This design comes from an exercise in tuning for small area on the open sky130 flow, not from production work. The RTL was checked by simulation tests, not by an equivalence proof against the original design. Power is estimated from default activity; no workload was simulated.

==> design.v <==
module top_oled_driver(
    input           clk_50m,
    input           rst_n,
    input  [63:0]   fixed_char,
    input  [6:0]    fixed_x,
    input  [5:0]    fixed_y,
    input  [63:0]   fixed_char1,
    input  [6:0]    fixed_x1,
    input  [5:0]    fixed_y1,
    input  [63:0]   fixed_char2,
    input  [6:0]    fixed_x2,
    input  [5:0]    fixed_y2,
    input  [15:0]   dy_value,
    input  [6:0]    dy_x,
    input  [5:0]    dy_y,
    input  [15:0]   dy_value1,
    input  [6:0]    dy_x1,
    input  [5:0]    dy_y1,
    input  [15:0]   dy_value2,
    input  [6:0]    dy_x2,
    input  [5:0]    dy_y2,
    output          busy,
    output          iic_scl,
    output          iic_sda,
    output          iic_sda_oe
);
    localparam P_INIT = 2'd0, P_CLEAR = 2'd1, P_RUN = 2'd2;
    reg [1:0] phase;
    wire is_init  = (phase == P_INIT);
    wire is_clear = (phase == P_CLEAR);
    wire is_run   = (phase == P_RUN);
    localparam E_IDLE0 = 3'd0,   
               E_IDLE1 = 3'd1,   
               E_PREP  = 3'd2,
               E_SEND  = 3'd3,
               E_W1    = 3'd4,   
               E_RUN   = 3'd5,   
               E_FIN   = 3'd6,
               E_DN    = 3'd7;   
    reg [2:0] es;
    wire wr_done;
    reg [7:0] wc;
    reg [2:0] pg;
    wire ch_active = (es == E_RUN) || (es == E_FIN);
    wire wc_wrap   = is_run ? (wc[3:0] == 4'd15) : (wc == 8'd130);
    always @(posedge clk_50m or negedge rst_n) begin
        if (!rst_n) begin
            wc <= 8'd0;
            pg <= 3'd0;
        end else if (is_run && !ch_active) begin
            wc <= 8'd5;
            pg <= 3'd0;
        end else if (wr_done) begin
            if (wc_wrap) begin
                wc <= is_run ? 8'd5 : 8'd0;
                pg <= pg + 1'b1;
            end else
                wc <= wc + 1'b1;
        end
    end
    wire init_done  = (wc == 8'd26) && wr_done;
    wire clear_done = (pg == 3'd7) && (wc == 8'd130) && wr_done;
    always @(posedge clk_50m or negedge rst_n) begin
        if (!rst_n)
            phase <= P_INIT;
        else if (is_init && init_done)
            phase <= P_CLEAR;
        else if (is_clear && clear_done)
            phase <= P_RUN;
    end
    reg [74:0] pf0, pf1, pf2;
    reg [26:0] pd0, pd1, pd2;
    wire [74:0] nf0 = {fixed_char,  fixed_x,  fixed_y[3:0]};
    wire [74:0] nf1 = {fixed_char1, fixed_x1, fixed_y1[3:0]};
    wire [74:0] nf2 = {fixed_char2, fixed_x2, fixed_y2[3:0]};
    wire [26:0] nd0 = {dy_value,  dy_x,  dy_y[3:0]};
    wire [26:0] nd1 = {dy_value1, dy_x1, dy_y1[3:0]};
    wire [26:0] nd2 = {dy_value2, dy_x2, dy_y2[3:0]};
    always @(posedge clk_50m) begin
        pf0 <= nf0; pf1 <= nf1; pf2 <= nf2;
        pd0 <= nd0; pd1 <= nd1; pd2 <= nd2;
    end
    wire [5:0] chg = { |(nd2 ^ pd2), |(nd1 ^ pd1), |(nd0 ^ pd0),
                       |(nf2 ^ pf2), |(nf1 ^ pf1), |(nf0 ^ pf0) };
    reg  [5:0] pend;
    reg  [2:0] cg;       
    reg  [2:0] ci;       
    reg  [31:0] R;       
    reg  [6:0] cx;       
    reg  [3:0] cy;       
    wire pick = (es == E_IDLE0 || es == E_IDLE1) && is_run && (|pend);
    wire last = (ci[1:0] == 2'd3) && (cg[2] || ci[2]);
    wire [2:0] sel = pend[0] ? 3'd0 : pend[1] ? 3'd1 : pend[2] ? 3'd2 :
                     pend[3] ? 3'd4 : pend[4] ? 3'd5 : 3'd6;
    always @(posedge clk_50m or negedge rst_n) begin
        if (!rst_n)
            pend <= 6'b111111;
        else begin
            if (es == E_DN && last) begin
                case (cg)
                    3'd0: pend[0] <= 1'b0;
                    3'd1: pend[1] <= 1'b0;
                    3'd2: pend[2] <= 1'b0;
                    3'd4: pend[3] <= 1'b0;
                    3'd5: pend[4] <= 1'b0;
                    default: pend[5] <= 1'b0;
                endcase
            end
            if (chg[0]) pend[0] <= 1'b1;
            if (chg[1]) pend[1] <= 1'b1;
            if (chg[2]) pend[2] <= 1'b1;
            if (chg[3]) pend[3] <= 1'b1;
            if (chg[4]) pend[4] <= 1'b1;
            if (chg[5]) pend[5] <= 1'b1;
        end
    end
    always @(posedge clk_50m or negedge rst_n) begin
        if (!rst_n)
            es <= E_IDLE0;
        else case (es)
            E_IDLE0, E_IDLE1: es <= pick ? E_PREP : E_IDLE0;
            E_PREP:  es <= E_SEND;
            E_SEND:  es <= E_W1;
            E_W1:    es <= E_RUN;
            E_RUN:   es <= (pg[0] && wc[3:0] == 4'd15 && wr_done) ? E_FIN : E_RUN;
            E_FIN:   es <= E_DN;
            default: es <= last ? E_IDLE1 : E_PREP;
        endcase
    end
    function [3:0] cc;
        input [7:0] a;
        cc = (a[7:4] == 4'h3 && a[3:0] <= 4'd9) ? a[3:0] : 4'hF;
    endfunction
    reg [63:0] ltxt;
    reg [15:0] lval;
    reg [6:0]  lx;
    reg [3:0]  ly;
    always @(*) begin
        case (sel)
            3'd0: begin ltxt = fixed_char;  lx = fixed_x;  ly = fixed_y[3:0];  end
            3'd1: begin ltxt = fixed_char1; lx = fixed_x1; ly = fixed_y1[3:0]; end
            3'd2: begin ltxt = fixed_char2; lx = fixed_x2; ly = fixed_y2[3:0]; end
            3'd4: begin ltxt = fixed_char2; lx = dy_x;     ly = dy_y[3:0];     end
            3'd5: begin ltxt = fixed_char2; lx = dy_x1;    ly = dy_y1[3:0];    end
            default: begin ltxt = fixed_char2; lx = dy_x2; ly = dy_y2[3:0];    end
        endcase
        case (sel)
            3'd4: lval = dy_value;
            3'd5: lval = dy_value1;
            default: lval = dy_value2;
        endcase
    end
    wire [31:0] ltxt_c = {cc(ltxt[63:56]), cc(ltxt[55:48]), cc(ltxt[47:40]), cc(ltxt[39:32]),
                          cc(ltxt[31:24]), cc(ltxt[23:16]), cc(ltxt[15:8]),  cc(ltxt[7:0])};
    wire [31:0] lval_c = {15'd0, lval, 1'b1};
    function [3:0] ad3;
        input [3:0] d;
        ad3 = (d >= 4'd5) ? d + 4'd3 : d;
    endfunction
    wire [15:0] bcd_adj = {ad3(R[31:28]), ad3(R[27:24]), ad3(R[23:20]), ad3(R[19:16])};
    wire dd_step = cg[2] && (|R[14:0]);
    always @(posedge clk_50m) begin
        if (pick) begin
            cg <= sel;
            ci <= 3'd0;
            R  <= sel[2] ? lval_c : ltxt_c;
            cx <= lx;
            cy <= ly;
        end else if (es == E_DN && !last) begin
            ci <= ci + 1'b1;
            R  <= {R[27:0], 4'd0};
            cx[6:3] <= cx[6:3] + 1'b1;
        end else if (dd_step) begin
            R <= {bcd_adj[14:0], R[15:0], 1'b0};
        end
    end
    wire [7:0] rom_key = {R[31:28], pg[0], wc[2:0]};
    reg  [7:0] rom_q;
    always @(*) begin
        case (rom_key)
            8'h00: rom_q = 8'h00;
            8'h01: rom_q = 8'hE0;
            8'h02: rom_q = 8'h10;
            8'h03: rom_q = 8'h08;
            8'h04: rom_q = 8'h08;
            8'h05: rom_q = 8'h10;
            8'h06: rom_q = 8'hE0;
            8'h07: rom_q = 8'h00;
            8'h08: rom_q = 8'h00;
            8'h09: rom_q = 8'h0F;
            8'h0A: rom_q = 8'h10;
            8'h0B: rom_q = 8'h20;
            8'h0C: rom_q = 8'h20;
            8'h0D: rom_q = 8'h10;
            8'h0E: rom_q = 8'h0F;
            8'h0F: rom_q = 8'h00;
            8'h10: rom_q = 8'h00;
            8'h11: rom_q = 8'h00;
            8'h12: rom_q = 8'h10;
            8'h13: rom_q = 8'h10;
            8'h14: rom_q = 8'hF8;
            8'h15: rom_q = 8'h00;
            8'h16: rom_q = 8'h00;
            8'h17: rom_q = 8'h00;
            8'h18: rom_q = 8'h00;
            8'h19: rom_q = 8'h00;
            8'h1A: rom_q = 8'h20;
            8'h1B: rom_q = 8'h20;
            8'h1C: rom_q = 8'h3F;
            8'h1D: rom_q = 8'h20;
            8'h1E: rom_q = 8'h20;
            8'h1F: rom_q = 8'h00;
            8'h20: rom_q = 8'h00;
            8'h21: rom_q = 8'h70;
            8'h22: rom_q = 8'h08;
            8'h23: rom_q = 8'h08;
            8'h24: rom_q = 8'h08;
            8'h25: rom_q = 8'h08;
            8'h26: rom_q = 8'hF0;
            8'h27: rom_q = 8'h00;
            8'h28: rom_q = 8'h00;
            8'h29: rom_q = 8'h30;
            8'h2A: rom_q = 8'h28;
            8'h2B: rom_q = 8'h24;
            8'h2C: rom_q = 8'h22;
            8'h2D: rom_q = 8'h21;
            8'h2E: rom_q = 8'h30;
            8'h2F: rom_q = 8'h00;
            8'h30: rom_q = 8'h00;
            8'h31: rom_q = 8'h30;
            8'h32: rom_q = 8'h08;
            8'h33: rom_q = 8'h08;
            8'h34: rom_q = 8'h08;
            8'h35: rom_q = 8'h88;
            8'h36: rom_q = 8'h70;
            8'h37: rom_q = 8'h00;
            8'h38: rom_q = 8'h00;
            8'h39: rom_q = 8'h18;
            8'h3A: rom_q = 8'h20;
            8'h3B: rom_q = 8'h21;
            8'h3C: rom_q = 8'h21;
            8'h3D: rom_q = 8'h22;
            8'h3E: rom_q = 8'h1C;
            8'h3F: rom_q = 8'h00;
            8'h40: rom_q = 8'h00;
            8'h41: rom_q = 8'h00;
            8'h42: rom_q = 8'h80;
            8'h43: rom_q = 8'h40;
            8'h44: rom_q = 8'h30;
            8'h45: rom_q = 8'hF8;
            8'h46: rom_q = 8'h00;
            8'h47: rom_q = 8'h00;
            8'h48: rom_q = 8'h00;
            8'h49: rom_q = 8'h06;
            8'h4A: rom_q = 8'h05;
            8'h4B: rom_q = 8'h24;
            8'h4C: rom_q = 8'h24;
            8'h4D: rom_q = 8'h3F;
            8'h4E: rom_q = 8'h24;
            8'h4F: rom_q = 8'h24;
            8'h50: rom_q = 8'h00;
            8'h51: rom_q = 8'hF8;
            8'h52: rom_q = 8'h88;
            8'h53: rom_q = 8'h88;
            8'h54: rom_q = 8'h88;
            8'h55: rom_q = 8'h08;
            8'h56: rom_q = 8'h08;
            8'h57: rom_q = 8'h00;
            8'h58: rom_q = 8'h00;
            8'h59: rom_q = 8'h19;
            8'h5A: rom_q = 8'h20;
            8'h5B: rom_q = 8'h20;
            8'h5C: rom_q = 8'h20;
            8'h5D: rom_q = 8'h11;
            8'h5E: rom_q = 8'h0E;
            8'h5F: rom_q = 8'h00;
            8'h60: rom_q = 8'h00;
            8'h61: rom_q = 8'hE0;
            8'h62: rom_q = 8'h10;
            8'h63: rom_q = 8'h88;
            8'h64: rom_q = 8'h88;
            8'h65: rom_q = 8'h90;
            8'h66: rom_q = 8'h00;
            8'h67: rom_q = 8'h00;
            8'h68: rom_q = 8'h00;
            8'h69: rom_q = 8'h0F;
            8'h6A: rom_q = 8'h11;
            8'h6B: rom_q = 8'h20;
            8'h6C: rom_q = 8'h20;
            8'h6D: rom_q = 8'h20;
            8'h6E: rom_q = 8'h1F;
            8'h6F: rom_q = 8'h00;
            8'h70: rom_q = 8'h00;
            8'h71: rom_q = 8'h18;
            8'h72: rom_q = 8'h08;
            8'h73: rom_q = 8'h08;
            8'h74: rom_q = 8'h88;
            8'h75: rom_q = 8'h68;
            8'h76: rom_q = 8'h18;
            8'h77: rom_q = 8'h00;
            8'h78: rom_q = 8'h00;
            8'h79: rom_q = 8'h00;
            8'h7A: rom_q = 8'h00;
            8'h7B: rom_q = 8'h3E;
            8'h7C: rom_q = 8'h01;
            8'h7D: rom_q = 8'h00;
            8'h7E: rom_q = 8'h00;
            8'h7F: rom_q = 8'h00;
            8'h80: rom_q = 8'h00;
            8'h81: rom_q = 8'h70;
            8'h82: rom_q = 8'h88;
            8'h83: rom_q = 8'h08;
            8'h84: rom_q = 8'h08;
            8'h85: rom_q = 8'h88;
            8'h86: rom_q = 8'h70;
            8'h87: rom_q = 8'h00;
            8'h88: rom_q = 8'h00;
            8'h89: rom_q = 8'h1C;
            8'h8A: rom_q = 8'h22;
            8'h8B: rom_q = 8'h21;
            8'h8C: rom_q = 8'h21;
            8'h8D: rom_q = 8'h22;
            8'h8E: rom_q = 8'h1C;
            8'h8F: rom_q = 8'h00;
            8'h90: rom_q = 8'h00;
            8'h91: rom_q = 8'hF0;
            8'h92: rom_q = 8'h08;
            8'h93: rom_q = 8'h08;
            8'h94: rom_q = 8'h08;
            8'h95: rom_q = 8'h10;
            8'h96: rom_q = 8'hE0;
            8'h97: rom_q = 8'h00;
            8'h98: rom_q = 8'h00;
            8'h99: rom_q = 8'h01;
            8'h9A: rom_q = 8'h12;
            8'h9B: rom_q = 8'h22;
            8'h9C: rom_q = 8'h22;
            8'h9D: rom_q = 8'h11;
            8'h9E: rom_q = 8'h0F;
            8'h9F: rom_q = 8'h00;
            default: rom_q = 8'h00;
        endcase
    end
    reg [7:0] init_b;
    always @(*) begin
        case (wc[4:0])
            5'd0 :  init_b = 8'hAE;
            5'd1 :  init_b = 8'h00;
            5'd2 :  init_b = 8'h10;
            5'd3 :  init_b = 8'h40;
            5'd4 :  init_b = 8'hB0;
            5'd5 :  init_b = 8'h81;
            5'd6 :  init_b = 8'hFF;
            5'd7 :  init_b = 8'hA1;
            5'd8 :  init_b = 8'hA6;
            5'd9 :  init_b = 8'hA8;
            5'd10:  init_b = 8'h3F;
            5'd11:  init_b = 8'hC8;
            5'd12:  init_b = 8'hD3;
            5'd13:  init_b = 8'h00;
            5'd14:  init_b = 8'hD5;
            5'd15:  init_b = 8'h80;
            5'd16:  init_b = 8'hD8;
            5'd17:  init_b = 8'h05;
            5'd18:  init_b = 8'hD9;
            5'd19:  init_b = 8'hF1;
            5'd20:  init_b = 8'hDA;
            5'd21:  init_b = 8'h12;
            5'd22:  init_b = 8'hDB;
            5'd23:  init_b = 8'h30;
            5'd24:  init_b = 8'h8D;
            5'd25:  init_b = 8'h14;
            5'd26:  init_b = 8'hAF;
            default: init_b = 8'hAE;
        endcase
    end
    reg [7:0] data_b;
    reg       is_data;
    always @(*) begin
        if (is_init) begin
            data_b  = init_b;
            is_data = 1'b0;
        end else if (is_clear) begin
            is_data = (wc >= 8'd3);
            case (wc)
                8'd0:    data_b = 8'hB0 + pg;
                8'd2:    data_b = 8'h10;
                default: data_b = 8'h00;
            endcase
        end else begin
            is_data = wc[3];
            case (wc[3:0])
                4'd5:    data_b = 8'hB0 + cy + pg[0];
                4'd6:    data_b = {4'h0, cx[3:0]};
                4'd7:    data_b = {5'h02, cx[6:4]};
                default: data_b = rom_q;
            endcase
        end
    end
    wire wr_req = !is_run || (es == E_RUN);
    localparam S_IDLE = 3'd0, S_START = 3'd1, S_WR = 3'd2, S_ACK = 3'd3, S_DONE = 3'd4;
    reg [2:0] st, st_n;
    reg [7:0] cnt;
    reg [3:0] bitc;
    reg       ackc;
    reg [1:0] nbytes;
    reg       scl_r, sda_r;
    always @(*) begin
        case (st)
            S_IDLE:  st_n = wr_req ? S_START : S_IDLE;
            S_START: st_n = (cnt == 8'd200) ? S_WR : S_START;
            S_WR:    st_n = (bitc == 4'd8 && !scl_r) ? S_ACK : S_WR;
            S_ACK:   st_n = (ackc && !scl_r) ? ((nbytes == 2'd2) ? S_DONE : S_WR) : S_ACK;
            S_DONE:  st_n = (ackc && cnt == 8'd25 && scl_r) ? S_IDLE : S_DONE;
            default: st_n = S_IDLE;
        endcase
    end
    wire st_chg = (st != st_n);
    assign wr_done = (st == S_DONE) && st_chg;
    always @(posedge clk_50m or negedge rst_n) begin
        if (!rst_n)
            st <= S_IDLE;
        else
            st <= st_n;
    end
    always @(posedge clk_50m or negedge rst_n) begin
        if (!rst_n)
            cnt <= 8'd0;
        else if (st_chg || (cnt == 8'd100 && st != S_START))
            cnt <= 8'd0;
        else
            cnt <= cnt + 1'b1;
    end
    wire mid_hi = (cnt == 8'd50) && scl_r;
    always @(posedge clk_50m or negedge rst_n) begin
        if (!rst_n)
            nbytes <= 2'd0;
        else if (st == S_IDLE)
            nbytes <= 2'd0;
        else if (st == S_ACK && st_chg)
            nbytes <= nbytes + 1'b1;
    end
    always @(posedge clk_50m or negedge rst_n) begin
        if (!rst_n)
            bitc <= 4'd0;
        else if (st == S_IDLE || st == S_ACK)
            bitc <= 4'd0;
        else if (st == S_WR && mid_hi)
            bitc <= bitc + 1'b1;
    end
    always @(posedge clk_50m or negedge rst_n) begin
        if (!rst_n)
            ackc <= 1'b0;
        else if (st_chg)
            ackc <= 1'b0;
        else if ((st == S_ACK || st == S_DONE) && mid_hi)
            ackc <= 1'b1;
    end
    always @(posedge clk_50m or negedge rst_n) begin
        if (!rst_n)
            scl_r <= 1'b1;
        else if (st == S_START && cnt == 8'd200)
            scl_r <= 1'b0;
        else if ((st == S_WR || st == S_ACK) && cnt == 8'd100)
            scl_r <= ~scl_r;
        else if (st == S_DONE && cnt == 8'd100)
            scl_r <= 1'b1;
    end
    reg [7:0] tx_byte;
    always @(*) begin
        case (nbytes)
            2'd0:    tx_byte = 8'h78;
            2'd1:    tx_byte = {1'b0, is_data, 6'd0};
            default: tx_byte = data_b;
        endcase
    end
    always @(posedge clk_50m or negedge rst_n) begin
        if (!rst_n)
            sda_r <= 1'b1;
        else if (st == S_START && cnt == 8'd50)
            sda_r <= 1'b0;
        else if (st == S_WR && cnt == 8'd50) begin
            if (!scl_r)
                sda_r <= tx_byte[~bitc[2:0]];
        end
        else if (st == S_ACK)
            sda_r <= 1'b0;
        else if (st == S_DONE && cnt == 8'd100 && scl_r)
            sda_r <= 1'b1;
        else if (st == S_IDLE)
            sda_r <= 1'b1;
    end
    assign iic_scl    = scl_r;
    assign iic_sda    = sda_r;
    assign iic_sda_oe = (st != S_ACK);
    assign busy       = !is_run || (es != E_IDLE0);
endmodule
==> run.sh <==
#!/bin/bash
# synth_recipe.tcl (not shown) runs the flow's synth.tcl, then flattens the netlist and writes it again
# the make line also repeats each setting of config.mk as NAME=value (left out here)
make -C /OpenROAD-flow-scripts/flow DESIGN_CONFIG=/design/flow/config.mk WORK_HOME=/design/flow/orfs CLKGATE_MAP_FILE= SYNTH_SCRIPT=/design/flow/synth_recipe.tcl finish
==> config.mk <==
export PLATFORM = sky130hd
export DESIGN_NAME = top_oled_driver
export DESIGN_NICKNAME = top_oled_driver
export VERILOG_FILES = /design/flow/design.v
export SDC_FILE = /design/flow/constraint.sdc
export NUM_CORES = 4
export LEC_CHECK = 0
export CAP_MARGIN = 20
export CORE_MARGIN = 2
export CORE_UTILIZATION = 40
export SLEW_MARGIN = 20
==> constraint.sdc <==
create_clock -name core_clock -period 20.0 [get_ports {clk_50m}]
set_input_delay 4.0000 -clock core_clock [delete_from_list [all_inputs] [get_ports {clk_50m}]]
set_output_delay 4.0000 -clock core_clock [all_outputs]
set_load 0.01 [all_outputs]
==> out/qor.yml, run 1 <==
viasPerCell: 5.53
layout_common_cells: "310 x clkdlybuf4s50_1, 309 x dfxtp_1, 169 x xnor2_1, 158 x nor2_1, 158 x xor2_1"
firstDrtPassIters: 5
cts.clk_slew.worst_paths_ps: 60
route.detailed.drc: 0
crit_chain: "nand2b_1, nor3_1, nand2b_1, clkdlybuf4s50_1"
p_leak_nw: 9.01
crit_path_max_fanout: 12
drv_slew: 0
critPathLaunchType: "register"
post-route-period-util_pct: 33.4
boundaryPins: 324
max_freq_mhz: 150
critPathMaxStageDelay_ps: 630
drv_cap: 0
synthesis.nets: 2285
rsz0062_at_grt: "no"
avgSynthCellArea_um2: 9.62
clk_latency_ps: 580
power_density_mw_per_mm2: 77.0
syn_inst: 1928
worst_pin_slew_ps: 1050
io_buffers: 311
regArea_mm2: 0.00863
final_common_cell: "clkdlybuf4s50_1"
area_growth_syn_to_layout_pct: 27.2
dieArea_mm2: 0.0481
path_common_cell: "nand2b_1"
crit_arrival_ps: 2690
critPathSlowestCell: "nor3_1"
crit_type: "register to output port"
yosys_register_bits: 397
grtUsageTotal_pct: 27.2
initial_core_util_pct: 40.7
root_buffer: "clkbuf_16"
wl_mm: 65.8
cts-buffers-inserted: 42
path_buf_inv: 1
grt.busiest_layer: "met2"
synth_edf_count: 46
place_congestion: 0.908
post_cts_buffers: 0
fin_nets: 2562
ys_seq_area_share_pct: 46.5
finalSetupTns_ps: 0
min_period_ps: 6690
clock_sinks: 397
cts.hold.buffers_added: 0
setup_viol: 0
required_ps: 16000
outcome: "no timing/DRC/antenna violations"
max-slew-margin-rel_pct: 29.4
cts_resized: 0
use_met2_pct: 41.8
routedWlPerCell_um: 23.1
worst-path-stages: 4
drt_iter0_drc: 1421
finClkSkew_ps: 28.2
multi_input_area_mm2: 0.00938
grt_overflow: 0
reg2reg_depth: 8
ys_warn_count: 1
drive_gt1_share_pct: 5.23
holdPathStages: 2
irDropWorstVdd_mv: 0.0602
synth.distinct_cells: 76
fill_cells: 4169
clock_path_buffers: 3
first_global_vias: 15575
cts-htree-levels: 2
place_area_mm2: 0.0222
fp.dieH_um: 219
path_delay_family: "simple AND/OR/NAND/NOR gates"
placedCellCount: 2761
synthFlopType: "dfxtp_1"
hold_viol_final: 0
cts_tree: "yes"
end_kind: "output port"
core_mm2: 0.0456
drt.antenna.violating_nets: 0
syn-cell-area_mm2: 0.0185
dr_total_vias: 15785
antenna_found_initial: 21
hpwl_mm: 51.9
design_area_mm2: 0.0236
hold_class: "register to register"
die_w_um: 219
fin_cells: 2853
grt_max_degree: 71
use_met3_pct: 7.01
async_flop_share_pct: 10.6
grt_use_met1_pct: 36.6
rows: 78
grt_pass1_wl_mm: 96.8
## cells by family (layout without fill, tap and decap cells)
family	count (synthesis)	in the layout	share of synthesized area (%)
and+or+nand+nor	575	575	15.0
AOI/OAI and AO/OA	380	380	13.4
other	0	14	0
adders and majority gates	37	37	2.50
buffers and inverters	138	449	2.97
xor gates and xnor gates	327	327	15.4
muxes	74	74	4.11
DFF	397	397	46.5
## flip-flops by register name (all words and copies together) (netlist names), 4 cells and up
name	cells
cnt	8
pd1	27
pd2	27
cy	4
pf2	75
wc	8
bitc	4
pd0	27
cx	7
pf0	75
pf1	75
pend	6
R	32
## cell type report
class                      instances  area share, %
multi-input combinational       1393           39.7
timing repair buffer             326           13.6
inverter                          45          0.716
antenna                           14          0.148
sequential                       397           36.6
clock inverter                    15          0.546
tap                              600           3.18
clock buffer                      63           5.44
## where the power goes
part	internal, W	switching [W]
clock network	0.000459	0.000330
registers	0.000839	0.0000135
logic	0.0000961	0.0000801
## worst paths after layout
kind,startpoint,to,slack (ps)
worst max-delay path,phase[1],busy,13310
worst min-delay path,ci[1],ci[1],470
worst max register to register,pend[1],es[1],15140
worst min register to register,ci[1],ci[1],470
max in group asynchronous,rst_n,st[2],15980
min in group asynchronous,rst_n,cnt[3],3580
## synthesized netlist by cell type (40+ instances only)
| cell type | instances | area (µm²) |
|---|---|---|
| a21oi_1 | 114 | 571 |
| clkbuf_1 | 55 | 206 |
| dfxtp_1 | 309 | 6190 |
| edfxtp_1 | 46 | 1380 |
| inv_1 | 40 | 150 |
| mux2i_1 | 65 | 651 |
| nand2_1 | 126 | 473 |
| nand3_1 | 59 | 295 |
| nand4_1 | 52 | 325 |
| nor2_1 | 159 | 597 |
| nor3_1 | 55 | 275 |
| nor4_1 | 61 | 382 |
| o21ai_0 | 67 | 335 |
| xnor2_1 | 169 | 1480 |
| xor2_1 | 158 | 1380 |
## layer usage
layer	vias up	part of all wire [%]	routed length, µm
met3	122	8.1	5340
met5	-	0.087	57
met4	10	3.4	2260
met2	617	44	29000
met1	7534	44	29100
li1	7502	-	-
## tightest hold or removal path: stages (launching register included)
cell	delay (ps)
dfxtp_1	310
nand2_1	60
a21oi_1	50
## through the flow
stage	hold slack (ps)	setup slack, ps	utilization, %	power, W
6_report	467	13310	51.8	0.00182
3_5_place_dp	456	12860	48.6	0.00104
5_1_grt	504	13150	51.8	0.00188
4_1_cts	470	13300	51.7	0.00183
2_1_floorplan	432	14440	-	0.000930
3_3_place_gp	445	12830	48.6	0.00104
==> inputs of run 2 (changes only) <==
--- a/design.v
+++ b/design.v
@@ -131,3 +131,7 @@
         input [7:0] a;
-        cc = (a[7:4] == 4'h3 && a[3:0] <= 4'd9) ? a[3:0] : 4'hF;
+        reg nh;
+        begin
+            nh = (a[7:4] != 4'h3);
+            cc = {a[3] | nh, a[2], a[1] | nh, a[0]};
+        end
     endfunction
@@ -160,3 +164,6 @@
     wire [15:0] bcd_adj = {ad3(R[31:28]), ad3(R[27:24]), ad3(R[23:20]), ad3(R[19:16])};
-    wire dd_step = cg[2] && (|R[14:0]);
+    wire dd_act  = cg[2] && (|R[14:0]);
+    wire adv     = (es == E_FIN) || (es == E_DN) ||
+                   ((es == E_PREP || es == E_SEND) && (ci != 3'd0));
+    wire [15:0] rtop = dd_act ? bcd_adj : R[31:16];
     always @(posedge clk_50m) begin
@@ -168,8 +175,9 @@
             cy <= ly;
-        end else if (es == E_DN && !last) begin
-            ci <= ci + 1'b1;
-            R  <= {R[27:0], 4'd0};
-            cx[6:3] <= cx[6:3] + 1'b1;
-        end else if (dd_step) begin
-            R <= {bcd_adj[14:0], R[15:0], 1'b0};
+        end else begin
+            if (es == E_DN && !last) begin
+                ci <= ci + 1'b1;
+                cx[6:3] <= cx[6:3] + 1'b1;
+            end
+            if (dd_act || adv)
+                R <= {rtop[14:0], R[15:0], 1'b0};
         end
@@ -402,5 +410,5 @@
     reg [2:0] st, st_n;
-    reg [7:0] cnt;
-    reg [3:0] bitc;
-    reg       ackc;
+    reg [7:0] cnt;       
+    localparam [7:0] T25 = 8'hAF, T50 = 8'hAC, T100 = 8'hA2, T200 = 8'h41;
+    reg [3:0] bitc;      
     reg [1:0] nbytes;
@@ -410,6 +418,6 @@
             S_IDLE:  st_n = wr_req ? S_START : S_IDLE;
-            S_START: st_n = (cnt == 8'd200) ? S_WR : S_START;
+            S_START: st_n = (cnt == T200) ? S_WR : S_START;
             S_WR:    st_n = (bitc == 4'd8 && !scl_r) ? S_ACK : S_WR;
-            S_ACK:   st_n = (ackc && !scl_r) ? ((nbytes == 2'd2) ? S_DONE : S_WR) : S_ACK;
-            S_DONE:  st_n = (ackc && cnt == 8'd25 && scl_r) ? S_IDLE : S_DONE;
+            S_ACK:   st_n = (bitc[0] && !scl_r) ? ((nbytes == 2'd2) ? S_DONE : S_WR) : S_ACK;
+            S_DONE:  st_n = (bitc[0] && cnt == T25 && scl_r) ? S_IDLE : S_DONE;
             default: st_n = S_IDLE;
@@ -425,15 +433,11 @@
     end
-    always @(posedge clk_50m or negedge rst_n) begin
-        if (!rst_n)
-            cnt <= 8'd0;
-        else if (st_chg || (cnt == 8'd100 && st != S_START))
+    always @(posedge clk_50m) begin
+        if (st_chg || (cnt == T100 && st != S_START))
             cnt <= 8'd0;
         else
-            cnt <= cnt + 1'b1;
+            cnt <= {cnt[6:0], ~(cnt[7] ^ cnt[2])};
     end
-    wire mid_hi = (cnt == 8'd50) && scl_r;
-    always @(posedge clk_50m or negedge rst_n) begin
-        if (!rst_n)
-            nbytes <= 2'd0;
-        else if (st == S_IDLE)
+    wire mid_hi = (cnt == T50) && scl_r;
+    always @(posedge clk_50m) begin
+        if (st == S_IDLE)
             nbytes <= 2'd0;
@@ -442,8 +446,6 @@
     end
-    always @(posedge clk_50m or negedge rst_n) begin
-        if (!rst_n)
-            bitc <= 4'd0;
-        else if (st == S_IDLE || st == S_ACK)
+    always @(posedge clk_50m) begin
+        if (st == S_IDLE || st_chg)
             bitc <= 4'd0;
-        else if (st == S_WR && mid_hi)
+        else if (st != S_START && mid_hi)
             bitc <= bitc + 1'b1;
@@ -452,16 +454,8 @@
         if (!rst_n)
-            ackc <= 1'b0;
-        else if (st_chg)
-            ackc <= 1'b0;
-        else if ((st == S_ACK || st == S_DONE) && mid_hi)
-            ackc <= 1'b1;
-    end
-    always @(posedge clk_50m or negedge rst_n) begin
-        if (!rst_n)
             scl_r <= 1'b1;
-        else if (st == S_START && cnt == 8'd200)
+        else if (st == S_START && cnt == T200)
             scl_r <= 1'b0;
-        else if ((st == S_WR || st == S_ACK) && cnt == 8'd100)
+        else if ((st == S_WR || st == S_ACK) && cnt == T100)
             scl_r <= ~scl_r;
-        else if (st == S_DONE && cnt == 8'd100)
+        else if (st == S_DONE && cnt == T100)
             scl_r <= 1'b1;
@@ -479,5 +473,5 @@
             sda_r <= 1'b1;
-        else if (st == S_START && cnt == 8'd50)
+        else if (st == S_START && cnt == T50)
             sda_r <= 1'b0;
-        else if (st == S_WR && cnt == 8'd50) begin
+        else if (st == S_WR && cnt == T50) begin
             if (!scl_r)
@@ -487,3 +481,3 @@
             sda_r <= 1'b0;
-        else if (st == S_DONE && cnt == 8'd100 && scl_r)
+        else if (st == S_DONE && cnt == T100 && scl_r)
             sda_r <= 1'b1;
==> flow/run.sh (new file) <==
#!/bin/bash
set -euo pipefail
cat >> config.mk <<'EOC'
export BUFFER_PORTS_ARGS = -buffer_cell sky130_fd_sc_hd__buf_1
export CTS_ARGS = -sink_clustering_enable -repair_clock_nets -buf_list {sky130_fd_sc_hd__clkbuf_16} -sink_clustering_size 28 -sink_clustering_max_diameter 100 -dont_use_dummy_load
EOC

# 1. standard synthesis
bash standard.sh synth > synth.log 2>&1
RES=orfs/results/${FLOW_PLATFORM}/top_oled_driver/base
LOGD=orfs/logs/${FLOW_PLATFORM}/top_oled_driver/base
cp $RES/1_2_yosys.v $RES/1_2_yosys_std.v

# re-map combinational logic
YOSYS=yosys
if [ -x "$FLOW_HOME/../tools/install/yosys/bin/yosys" ]; then YOSYS="$FLOW_HOME/../tools/install/yosys/bin/yosys"; fi
export REMAP_LIB="$FLOW_HOME/platforms/sky130hd/lib/sky130_fd_sc_hd__tt_025C_1v80.lib"
export REMAP_IN="$RES/1_2_yosys_std.v"
export REMAP_OUT="$RES/1_2_yosys_remap.v"
export REMAP_ABC="$PWD/flow/remap.abc"
export REMAP_TOP="$FLOW_TOP"
export REMAP_DONT_USE="$(grep -o -- '-dont_use [^ ]*' $LOGD/1_2_yosys.log | sort -u | awk '{print $2}' | tr '\n' ' ')"
$YOSYS -c flow/remap.tcl > remap.log 2>&1
cp $REMAP_OUT $RES/1_2_yosys.v
rm -f $RES/1_synth.odb
bash standard.sh synth > synth_odb.log 2>&1

# 2./3. rest of the standard flow
bash standard.sh > standard.log 2>&1
==> flow/remap.abc (new file) <==
strash
&get -n
&dch -f
&nf -R 1000
&put
==> flow/remap.tcl (new file) <==
# Re-map the combinational logic of the standard synthesis netlist for area.
# Registers (and every other sequential cell) are kept as they are: same
# instances, names, cell types and connections.
set lib $::env(REMAP_LIB)
set in  $::env(REMAP_IN)
set out $::env(REMAP_OUT)
set abc_script $::env(REMAP_ABC)
set dont_use $::env(REMAP_DONT_USE)

yosys read_liberty -ignore_miss_func $lib
yosys blackbox sky130_fd_sc_hd__df* sky130_fd_sc_hd__edf* sky130_fd_sc_hd__sdf* sky130_fd_sc_hd__sedf* sky130_fd_sc_hd__dl*
yosys read_verilog $in
yosys hierarchy -top $::env(REMAP_TOP)
yosys tee -o remap_before.txt stat -liberty $lib
yosys flatten
# define every library cell again (as blackboxes) so the new cells have port directions
yosys read_liberty -lib -overwrite $lib
yosys opt -purge
yosys setundef -zero
set du {}
foreach c $dont_use { lappend du -dont_use $c }
yosys abc -script $abc_script -liberty $lib {*}$du
yosys splitnets
yosys opt_clean -purge
yosys hilomap -singleton -hicell sky130_fd_sc_hd__conb_1 HI -locell sky130_fd_sc_hd__conb_1 LO
yosys insbuf -buf sky130_fd_sc_hd__buf_4 A X
yosys check -assert -mapped
yosys tee -o remap_after.txt stat -liberty $lib
yosys write_verilog -noattr -nohex -nodec $out
==> standard.sh (new file) <==
#!/bin/bash
# synth_recipe.tcl (not shown) runs the flow's synth.tcl, then flattens the netlist and writes it again
# the make line also repeats each setting of config.mk as NAME=value (left out here)
make -C /OpenROAD-flow-scripts/flow DESIGN_CONFIG=/design/flow/config.mk WORK_HOME=/design/flow/orfs CLKGATE_MAP_FILE= SYNTH_SCRIPT=/design/flow/synth_recipe.tcl "${@:-finish}"
--- a/config.mk
+++ b/config.mk
@@ -7,5 +7,8 @@
 export LEC_CHECK = 0
+export ABC_AREA = 1
 export CAP_MARGIN = 20
 export CORE_MARGIN = 2
-export CORE_UTILIZATION = 40
+export CORE_UTILIZATION = 55
 export SLEW_MARGIN = 20
+export BUFFER_PORTS_ARGS = -buffer_cell sky130_fd_sc_hd__buf_1
+export CTS_ARGS = -sink_clustering_enable -repair_clock_nets -buf_list {sky130_fd_sc_hd__clkbuf_16} -sink_clustering_size 28 -sink_clustering_max_diameter 100 -dont_use_dummy_load
removed: run.sh
==> run 2 against run 1 <==
Global-route usage rose by 4.2 points. Synthesized cell count decreased by 16%. Core utilization up 11 points. Power decreased by 24%. Sequential power hardly changed. Design area shrank 21%. Worst setup slack improved by 630 ps. Via count shrank 13%. First-iteration DRC count decreased by 23%. Critical path depth stayed put. Largest cell class is now registers. Largest power group unchanged.
==> out/qor.yml, run 2 <==
worst_pin_slew_ps: 937
cts_resized: 0
crit_arrival_ps: 2060
p_sw_w: 0.000322
avgSynthCellArea_um2: 10.2
route.detailed.drc: 0
syn_inst: 1612
place_congestion: 0.921
p_int_w: 0.00105
grt_max_degree: 46
io_buffers: 311
critPathMaxStageDelay_ps: 560
synthesis.nets: 1932
final_common_cell: "dfxtp_1"
drt_iter0_drc: 1098
drv_cap: 0
post-route-period-util_pct: 30.3
irDropWorstVdd_mv: 0.0754
switching_share_pct: 23.4
grt_pass1_wl_mm: 75.2
end_kind: "output port"
dieArea_mm2: 0.0312
layout_common_cells: "323 x dfxtp_1, 310 x buf_1, 211 x xnor2_1, 142 x nand2_1, 112 x xor2_1"
cts.clk_slew.worst_paths_ps: 100
crit_path_max_fanout: 10
regArea_mm2: 0.00853
setup_viol: 0
critPathSlowestCell: "dfrtp_1"
rows: 63
antenna_found_initial: 5
fin_nets: 2278
wl_mm: 49.4
finClkSkew_ps: 87.3
max-slew-margin-rel_pct: 37.4
critPathLaunchType: "register"
max_freq_mhz: 165
first_global_vias: 13253
boundaryPins: 324
crit_type: "register to output port"
cts_tree: "yes"
path_buf_inv: 1
drive_gt1_share_pct: 2.51
p_comb_share_pct: 8.8
placedCellCount: 2328
clock_sinks: 396
largestRegisters: "pf0 (75), pf1 (75), pf2 (75)"
power_density_mw_per_mm2: 73.8
clk_latency_ps: 550
rsz0062_at_grt: "no"
whs_ps: 487
p_seq_share_pct: 61.7
syn-cell-area_mm2: 0.0164
path_common_cell: "nand2b_1"
hold_viol_final: 0
dr_total_vias: 13718
cts-buffers-inserted: 18
fin_cells: 2351
core_mm2: 0.0295
min_period_ps: 6060
multi_input_area_mm2: 0.00778
die_w_um: 177
path_delay_family: "simple AND/OR/NAND/NOR gates"
initial_core_util_pct: 55.5
firstDrtPassIters: 6
fill_cells: 2603
drv_slew: 0
hold_class: "register to register"
finalSetupTns_ps: 0
hpwl_mm: 38.3
grt_overflow: 0
fp.dieH_um: 177
ys_warn_count: 1
post_cts_buffers: 0
p_leak_nw: 6.57
grtUsageTotal_pct: 31.3
clkPwrFrac_pct: 29.5
root_buffer: "clkbuf_16"
cts.hold.buffers_added: 0
crit_chain: "nand2b_1, nor3_1, nand2b_1, buf_1"
required_ps: 16000
area_growth_syn_to_layout_pct: 13.8
routedWlPerCell_um: 21.0
outcome: "no timing/DRC/antenna violations"
clock_path_buffers: 3
viasPerCell: 5.83
cts-htree-levels: 1
drt.antenna.violating_nets: 0
## run 2: cell count changes in the layout (fill, tap and decap cells not counted), moves of 40 or more
cell,before,now
clkdlybuf4s50_1,310,0
xnor2_1,169,211
buf_1,0,310
inv_1,40,0
mux2i_1,65,0
xor2_1,158,112
nor2_1,158,99
## run 2: final timing paths
kind | slack [ps] | to | cells after the start | from
max | 13940 | busy | 4 | phase[1]
min | 490 | cnt[1] | 1 | cnt[0]
max reg2reg | 15590 | sda_r | 17 | wc[1]
min reg2reg | 490 | cnt[1] | 1 | cnt[0]
max in group asynchronous | 16030 | wc[5] | 1 | rst_n
min in group asynchronous | 3490 | pg[1] | 1 | rst_n
## run 2: per-layer routing
layer	track usage, %	up-vias	share of wire, %
met1	43.9	6545	44
met4	7.27	2	2.3
met5	0	-	0.028
li1	-	6590	-
met2	50.5	518	46
met3	5.81	63	7.7
## run 2: layout make-up
class / instances / area share [%]
clock buffer: 18 / 2.42
inverter: 25 / 0.503
timing repair buffer: 326 / 6.87
antenna: 5 / 0.0671
sequential: 396 / 45.8
tap: 390 / 2.62
multi-input combinational: 1191 / 41.7
## run 2: power groups by stage
stage	clock, W	sequential, W	combinational (W)
2_1_floorplan	0	0.000865	0.0000604
3_3_place_gp	0	0.000866	0.000118
3_5_place_dp	0	0.000867	0.000120
4_1_cts	0.000412	0.000849	0.000121
5_1_grt	0.000434	0.000852	0.000133
6_report	0.000406	0.000849	0.000122
## run 2: worst reg2reg max path: stages, from the launching register on
cell	delay (ps)
dfrtp_1	690
clkinv_1	400
nor2_1	440
nand2_1	180
nand2_1	180
nor2_1	100
nor2_1	240
a31oi_1	130
o21ai_0	230
nand2_1	110
o21ai_0	200
o21ai_0	150
a221oi_1	330
a31oi_1	80
or3_1	340
a41oi_1	280
o211ai_1	110
o21ai_0	110
## run 2: per-stage QoR
step	worst slack (ps)	total power, W	cell area [µm²]	utilization [%]
after global placement	13630	0.000984	18200	61.6
after global routing	13780	0.00142	18600	63.2
after CTS	13890	0.00138	18600	63.2
after detailed placement	13610	0.000987	18200	61.6
final	13940	0.00138	18600	63.2
after floorplan	14590	0.000926	16400	-
==> inputs of run 3 (changes only) <==
--- a/flow/run.sh
+++ b/flow/run.sh
@@ -4,3 +4,3 @@
 export BUFFER_PORTS_ARGS = -buffer_cell sky130_fd_sc_hd__buf_1
-export CTS_ARGS = -sink_clustering_enable -repair_clock_nets -buf_list {sky130_fd_sc_hd__clkbuf_16} -sink_clustering_size 28 -sink_clustering_max_diameter 100 -dont_use_dummy_load
+export CTS_ARGS = -sink_clustering_enable -repair_clock_nets -buf_list {sky130_fd_sc_hd__clkbuf_16} -sink_clustering_size 24 -sink_clustering_max_diameter 100 -dont_use_dummy_load
 EOC
==> flow/remap.abc (replaced) <==
strash
dch
map -a
topo
dnsize
--- a/config.mk
+++ b/config.mk
@@ -10,5 +10,5 @@
 export CORE_MARGIN = 2
-export CORE_UTILIZATION = 55
+export CORE_UTILIZATION = 60
 export SLEW_MARGIN = 20
 export BUFFER_PORTS_ARGS = -buffer_cell sky130_fd_sc_hd__buf_1
-export CTS_ARGS = -sink_clustering_enable -repair_clock_nets -buf_list {sky130_fd_sc_hd__clkbuf_16} -sink_clustering_size 28 -sink_clustering_max_diameter 100 -dont_use_dummy_load
+export CTS_ARGS = -sink_clustering_enable -repair_clock_nets -buf_list {sky130_fd_sc_hd__clkbuf_16} -sink_clustering_size 24 -sink_clustering_max_diameter 100 -dont_use_dummy_load
==> run 3 against run 2 <==
Clock-buffer cell count increased by 2. Power increased by 1.6%. Clock skew decreased by 42 ps. Synthesized area increased by 1.3%. Die area decreased by 7.0%. Sequential power about the same. Sequential share of layout area decreased by 0.44 points. Maximum frequency decreased by 1.2%. Critical path depth increased by 3. Largest cell class unchanged.
==> out/qor.yml, run 3 <==
syn_inst: 1763
placedCellCount: 2428
cts.hold.buffers_added: 0
min_period_ps: 6130
routedWlPerCell_um: 20.7
post-route-period-util_pct: 30.7
drt_iter0_drc: 1370
place_congestion: 0.961
power_density_mw_per_mm2: 74.3
avgSynthCellArea_um2: 9.41
fp.dieH_um: 170
grt_pass1_wl_mm: 77.2
setup_viol: 0
crit_chain: "buf_1, xnor2_1, nand4_1, nor4_1, nand4_1, nor4_1, o21ai_0"
cts-buffers-inserted: 20
required_ps: 20440
finalSetupTns_ps: 0
hold_viol_final: 0
viasPerCell: 5.96
end_kind: "register"
boundaryPins: 324
dr_total_vias: 14632
crit_type: "primary input to register"
drv_slew: 0
max_freq_mhz: 163
antenna_found_initial: 7
drt.antenna.violating_nets: 0
design_area_mm2: 0.0188
finClkSkew_ps: 45.4
clk_latency_ps: 540
final_common_cell: "dfxtp_1"
root_buffer: "clkbuf_16"
final_util_pct: 69.6
dieArea_mm2: 0.0290
area_growth_syn_to_layout_pct: 13.4
grt_overflow: 0
place_area_mm2: 0.0183
rsz0062_at_grt: "no"
worst_pin_slew_ps: 1040
initial_core_util_pct: 61.4
critPathSlowestCell: "nor4_1"
critPathLaunchType: "primary input"
hpwl_mm: 39.8
synthesis.nets: 2083
crit_arrival_ps: 6570
syn-cell-area_mm2: 0.0166
drive_gt1_share_pct: 2.66
firstDrtPassIters: 6
total_power_w: 0.00140
max-slew-margin-rel_pct: 30.6
crit_path_max_fanout: 3
irDropWorstVdd_mv: 0.0847
grt_max_degree: 44
drv_cap: 0
core_mm2: 0.0270
hold_class: "register to register"
outcome: "no timing/DRC/antenna violations"
route.detailed.drc: 0
clock_sinks: 396
cts.clk_slew.worst_paths_ps: 90
cts_tree: "yes"
layout_common_cells: "323 x dfxtp_1, 310 x buf_1, 207 x xnor2_1, 191 x nor2_1, 164 x nand2_1"
cts_resized: 0
p_leak_nw: 6.52
fin_nets: 2429
critPathMaxStageDelay_ps: 820
io_buffers: 311
clock_path_buffers: 3
post_cts_buffers: 0
ys_warn_count: 1
grtUsageTotal_pct: 34.5
die_w_um: 170
fin_cells: 2453
rows: 60
cts-htree-levels: 1
first_global_vias: 14177
wl_mm: 50.8
largestRegisters: "pf0 (75), pf1 (75), pf2 (75)"
run 3: changes by cell type in the layout (fill, tap and decap cells not counted), moves of 18 or more:
cell	before	now
nor2_1	99	191
a22oi_1	16	39
nand2_1	142	164
clkinv_1	25	150
a21oi_1	97	77
nand3_1	30	56
xor2_1	112	94
run 3: path summary, 6_finish.rpt:
kind,cells past startpoint,start,end,slack [ps]
setup / recovery,7,fixed_char1[4],pend[1],13870
hold / removal,2,cnt[6],cnt[7],450
setup reg to reg,13,pend[1],R[16],15210
hold reg to reg,2,cnt[6],cnt[7],450
max in group asynchronous,1,rst_n,pg[2],15940
min in group asynchronous,1,rst_n,es[0],3540
run 3: area by class of cell:
type	count	area (µm²)
inverters	150	563
well taps	341	427
multi-input cells	1217	7520
clock buffers	20	500
repair buffers	324	1270
flip-flops and latches	396	8530
fillers	2214	8210
diodes	5	12.5
run 3: routing by layer:
layer	share of wire (%)	track usage, %	vias up
met4	4.0	13.6	2
met5	0.022	0	-
met2	48	58.4	723
met3	9.1	6.98	119
met1	39	43.4	6911
li1	-	-	6877
run 3: through the flow:
stage | worst slack, ps | hold slack [ps]
floorplan | 14420 | 416
global placement | 13440 | 426
detailed placement | 13410 | 433
CTS | 13940 | 449
global route | 13810 | 478
finish | 13870 | 446
run 3: worst max-delay path: cells and delay by family:
family,cells,cell delay (ps)
AND/OR/NAND/NOR,4,2010
AO/OA/AOI/OAI,1,200
buffers and inverters,1,180
XOR/XNOR,1,180
run 3: report_power, final:
group          switching, W  internal, W
clock network      0.000248     0.000180
logic             0.0000658    0.0000560
registers         0.0000141     0.000835
total              0.000328      0.00107

## re-timing with driven ports
How much do the figures lean on ideal ports? The routed layouts below were timed once more, with nothing changed but the port constraints.
Step 1 assumes that a clkbuf_16 drives the clock port and a buf_2 every other input.
Step 2 adds t to the input delays and takes it off the output delays; t is the mean of the earliest and latest rising clock arrival at the registers after step 1. Input paths then give back, and output paths get back, about the clock's delay inside the block.
Three values: ideal ports, drivers, drivers and shift; two values: the first two.
run | t (ns) | setup slack, ns | worst hold slack (ns) | worst register clock-pin slew, ns | worst data-port slew with drivers (ns)
run 1 | 0.619 | 13.315 / 13.260 / 12.781 | 0.467 / 0.467 / 0.467 | 0.06 / 0.06 | 0.10
run 2 | 0.560 | 13.942 / 13.887 / 13.927 | 0.487 / 0.487 / 0.487 | 0.11 / 0.11 | 0.11
run 3 | 0.572 | 13.867 / 13.894 / 13.323 | 0.446 / 0.446 / 0.446 | 0.10 / 0.10 | 0.08
After both steps setup and hold are still met in every run listed. For run 3, which loses most, drivers alone change the setup slack by +0.027 ns; drivers and shift together by -0.544 ns.
